What follows belongs to an exercise in optimizing a design on an open flow for a short achievable clock period and few clock cycles; a production flow would make more cautious choices. Power figures rest on the tool's default switching activity, not on a simulated workload.

## the reference run
## cpu_top
module cpu_top (DIN, Resetn, Clock, Run, Done, BusWires, debug_reg0, debug_reg1,
debug_reg2, debug_reg3, debug_reg4, debug_reg5, debug_reg6, debug_reg7);
==> module ALU, before the edit <==
module ALU(en, instruction, input_a, input_b, shift_oh, result);
	input wire en;                 
	input wire [8:0] input_a, input_b;
	input wire [2:0] instruction;
	input wire [8:0] shift_oh;    
	output wire [8:0] result;
	localparam MV = 3'b000, ADD = 3'b010, SUB = 3'b011, SLL = 3'b111, SRL = 3'b110;
	wire [7:0] a = input_a[7:0];
	wire [7:0] b = input_b[7:0];
	wire sa = input_a[8];
	wire sb = input_b[8];
	wire [7:0] cs;                        
	wire [7:0] gs_all, ps_all;
	ks_prefix8 u_s (.g(a & b), .p(a ^ b), .G(gs_all), .P(ps_all));
	assign cs = {gs_all[6:0], 1'b0};
	wire [7:0] sum = (a ^ b) ^ cs;
	wire [7:0] pd = ~(a ^ b);
	wire [7:0] gd = a & ~b;
	wire [7:0] Gd, Pd;
	ks_prefix8 u_d (.g(gd), .p(pd), .G(Gd), .P(Pd));
	wire [7:0] c0 = {Gd[6:0], 1'b0};               
	wire [7:0] c1 = {Gd[6:0] | Pd[6:0], 1'b1};     
	wire [7:0] amb = pd ^ c1;                      
	wire [7:0] bma = ~(pd ^ c0);                   
	wire lt = ~(Gd[7] | Pd[7]);                    
	reg [7:0] shl, shr;
	integer j, k;
	always @*
	begin
		shl = 8'b0;
		shr = 8'b0;
		for (j = 0; j < 8; j = j + 1)
			for (k = 0; k < 8; k = k + 1)
			begin
				if (k <= j)
					shl[j] = shl[j] | (a[j-k] & shift_oh[k]);
				if (j + k < 8)
					shr[j] = shr[j] | (a[j+k] & shift_oh[k]);
			end
	end
	wire is_add = en & (instruction == ADD);
	wire is_sub = en & (instruction == SUB);
	wire is_sll = en & (instruction == SLL);
	wire is_srl = en & (instruction == SRL);
	wire is_mv  = en & (instruction == MV);
	wire eq_s   = (sa == sb);
	wire use_sum  = (is_add & eq_s) | (is_sub & ~sa & sb);
	wire use_absd = (is_add & ~eq_s) | (is_sub & eq_s);
	wire use_bma  = is_sub & sa & ~sb;
	wire [7:0] base = ({8{use_sum}} & sum) | ({8{use_bma}} & bma)
	                | ({8{is_sll}} & shl) | ({8{is_srl}} & shr) | ({8{is_mv}} & b);
	wire [7:0] m_lt = base | ({8{use_absd}} & bma);
	wire [7:0] m_ge = base | ({8{use_absd}} & amb);
	wire sgn_static = (is_mv & sb) | ((is_add | is_sub | is_sll | is_srl) & sa);
	wire s_lt = use_absd ? ~(is_sub & sa) : sgn_static;
	wire s_ge = use_absd ?  (is_sub & sa) : sgn_static;
	assign result = lt ? {s_lt, m_lt} : {s_ge, m_ge};
endmodule
==> module cpu_top, before the edit <==
module cpu_top (DIN, Resetn, Clock, Run, Done, BusWires, debug_reg0, debug_reg1,
debug_reg2, debug_reg3, debug_reg4, debug_reg5, debug_reg6, debug_reg7);
	input wire [8:0] DIN;
	input wire Resetn, Clock, Run;
	output wire Done;
	output wire [8:0] BusWires;
	output wire [8:0] debug_reg0, debug_reg1;
	output wire [8:0] debug_reg2, debug_reg3, debug_reg4, debug_reg5, debug_reg6, debug_reg7;
	localparam mvi = 3'b001;
	reg [8:0] R [0:7];
	reg [8:0] SH [0:7];  
	reg       pend;      
	reg [2:0] pend_x;    
	wire [2:0] op = DIN[8:6];
	wire [2:0] X  = DIN[5:3];
	wire [2:0] Y  = DIN[2:0];
	wire [7:0] xd, yd, yd2;
	dec3to8 decX (X, 1'b1, xd);
	dec3to8 decY (Y, 1'b1, yd);
	dec3to8 decY2 (Y, 1'b1, yd2);
	reg [8:0] a, b, oh;
	integer n;
	always @*
	begin
		a = 9'b0;
		b = 9'b0;
		oh = 9'b0;
		for (n = 0; n < 8; n = n + 1)
		begin
			a = a | ({9{xd[n]}} & R[n]);
			b = b | ({9{yd[n]}} & R[n]);
			oh = oh | ({9{yd2[n]}} & SH[n]);
		end
	end
	wire [8:0] alu_out;
	ALU alu (.en(~pend), .instruction(op), .input_a(a), .input_b(b), .shift_oh(oh), .result(alu_out));
	wire run_exec = Run & ~pend & (op != mvi);
	wire run_mvi  = Run & ~pend & (op == mvi);
	assign Done     = run_exec | pend;
	wire [8:0] wdata;
	mux_10_to_1 bus_port (.DIN(DIN), .alu_out(alu_out), .pend(pend), .bus_out(BusWires));
	mux_10_to_1 bus_write (.DIN(DIN), .alu_out(alu_out), .pend(pend), .bus_out(wdata));
	wire [8:0] bus_oh;
	num_on_bits pc (.num_in(wdata[7:0]), .one_hot(bus_oh));
	wire [2:0] wx = pend ? pend_x : X;
	integer i;
	always @(posedge Clock, negedge Resetn)
	begin
		if (!Resetn)
		begin
			pend <= 1'b0;
			pend_x <= 3'b0;
			for (i = 0; i < 8; i = i + 1)
			begin
				R[i] <= 9'b0;
				SH[i] <= 9'b1;
			end
		end
		else
		begin
			pend <= run_mvi;
			if (run_mvi)
				pend_x <= X;
			if (Done)
			begin
				R[wx] <= wdata;
				SH[wx] <= bus_oh;
			end
		end
	end
	assign debug_reg0 = R[0];
	assign debug_reg1 = R[1];
	assign debug_reg2 = R[2];
	assign debug_reg3 = R[3];
	assign debug_reg4 = R[4];
	assign debug_reg5 = R[5];
	assign debug_reg6 = R[6];
	assign debug_reg7 = R[7];
endmodule
clock: 7.5 ns
lec_check: 0
cap_margin: 20
core_margin: 2
core_utilization: 50
place_density: 0.7
setup_slack_margin: 3.5
slew_margin: 20
synth_hierarchical: 1
synth_minimum_keep_size: 0
run.sh (not shown) runs the stock make flow with config.mk's settings and CLKGATE_MAP_FILE= SYNTH_SCRIPT=/design/flow/synth_recipe.tcl, a recipe that flattens the netlist after the stock synthesis.
The reference run: full flow OK, the timing, DRC and antenna checks passed
> inputs changed (the reference run -> the trial run)
diff --git a/flow/design.v b/flow/design.v
--- a/flow/design.v
+++ b/flow/design.v
@@ -57,9 +57,10 @@
 		endcase
 endmodule
-module ALU(en, instruction, input_a, input_b, shift_oh, result);
+module ALU(en, instruction, input_a, input_b, shift_oh, lt, result);
 	input wire en;                 
 	input wire [8:0] input_a, input_b;
 	input wire [2:0] instruction;
 	input wire [8:0] shift_oh;    
+	input wire lt;                
 	output wire [8:0] result;
 	localparam MV = 3'b000, ADD = 3'b010, SUB = 3'b011, SLL = 3'b111, SRL = 3'b110;
@@ -81,5 +82,4 @@
 	wire [7:0] amb = pd ^ c1;                      
 	wire [7:0] bma = ~(pd ^ c0);                   
-	wire lt = ~(Gd[7] | Pd[7]);                    
 	reg [7:0] shl, shr;
 	integer j, k;
@@ -149,4 +149,25 @@
 		end
 	endgenerate
+endmodule
+module mag_lt(a, b, lt, gt);
+	input wire [7:0] a, b;
+	output wire lt, gt;
+	wire [7:0] l0 = ~a & b;
+	wire [7:0] g0 = a & ~b;
+	wire [3:0] l1, g1;
+	wire [1:0] l2, g2;
+	genvar i;
+	generate
+		for (i = 0; i < 4; i = i + 1) begin : t1
+			assign l1[i] = l0[2*i+1] | (~g0[2*i+1] & l0[2*i]);
+			assign g1[i] = g0[2*i+1] | (~l0[2*i+1] & g0[2*i]);
+		end
+		for (i = 0; i < 2; i = i + 1) begin : t2
+			assign l2[i] = l1[2*i+1] | (~g1[2*i+1] & l1[2*i]);
+			assign g2[i] = g1[2*i+1] | (~l1[2*i+1] & g1[2*i]);
+		end
+	endgenerate
+	assign lt = l2[1] | (~g2[1] & l2[0]);
+	assign gt = g2[1] | (~l2[1] & g2[0]);
 endmodule
 module mux_10_to_1(DIN, alu_out, pend, bus_out);
@@ -190,6 +211,31 @@
 		end
 	end
+	wire [7:0] xd2, yd3;
+	dec3to8 decX2 (X, 1'b1, xd2);
+	dec3to8 decY3 (Y, 1'b1, yd3);
+	wire [63:0] LT;
+	genvar gi, gj;
+	generate
+		for (gi = 0; gi < 8; gi = gi + 1) begin : g_x
+			for (gj = 0; gj < 8; gj = gj + 1) begin : g_y
+				if (gi < gj) begin : g_pair
+					mag_lt c (.a(R[gi][7:0]), .b(R[gj][7:0]), .lt(LT[gi*8+gj]), .gt(LT[gj*8+gi]));
+				end else if (gi == gj) begin : g_same
+					assign LT[gi*8+gj] = 1'b0;
+				end
+			end
+		end
+	endgenerate
+	reg lt_sel;
+	integer p, q;
+	always @*
+	begin
+		lt_sel = 1'b0;
+		for (p = 0; p < 8; p = p + 1)
+			for (q = 0; q < 8; q = q + 1)
+				lt_sel = lt_sel | (xd2[p] & yd3[q] & LT[p*8+q]);
+	end
 	wire [8:0] alu_out;
-	ALU alu (.en(~pend), .instruction(op), .input_a(a), .input_b(b), .shift_oh(oh), .result(alu_out));
+	ALU alu (.en(~pend), .instruction(op), .input_a(a), .input_b(b), .shift_oh(oh), .lt(lt_sel), .result(alu_out));
 	wire run_exec = Run & ~pend & (op != mvi);
 	wire run_mvi  = Run & ~pend & (op == mvi);
Findings:
Relative to the reference run, via count has increased by about 70% in the trial run. When the trial run is set beside the reference run, its routed wire length turns out to be 24 mm larger. Length of the first detailed-routing pass in iterations in the trial run vs the reference run: down 7. Higher setup slack of the critical path after layout was reported by the trial run, not the reference run. From the reference run to the trial run the numbers moved as follows: TritonCTS sink count has remained practically unchanged; share of the clock period used by the worst path after layout has decreased; design internal power has increased; clock network area share has decreased. Changes observed in the trial run relative to the reference run: post-route core utilization lost 7.8 points; count of filler cells inserted in the layout picked up an extra 1424. The higher cell count came out of the trial run. Between the trial run and the reference run, the area of the die is higher for the trial run.
No run of this note included a check of the RTL's function; only the layout flow was run.

## separate check: timing with driven ports
In the flow no input, the clock included, has a driving cell. The finished layouts below were timed again as built, in two steps.
Step 1, drivers: a clkbuf_16 drives Clock and a buf_2 each remaining input, both assumed.
Step 2 times the ports against the registers' clock, not the clock port: input delays grow and output delays shrink by t, the midpoint of the rising clock arrivals with the driver on.
a / b / c = ideal / step 1 / step 2; a / b = the first two.
| run | t (ns) | setup slack, ns | worst setup path after step 2 | worst data-port slew with drivers (ns) |
|---|---|---|---|---|
| the reference run | 0.486 | 1.117 / 0.997 / 0.532 | input to register | 0.18 |
| the trial run | 0.463 | 1.394 / 1.356 / 1.158 | input to register | 0.10 |
After both steps setup and hold are still met in every run listed. The setup slack of the reference run, which loses most, moves by -0.120 ns with the drivers and by -0.585 ns with both steps.
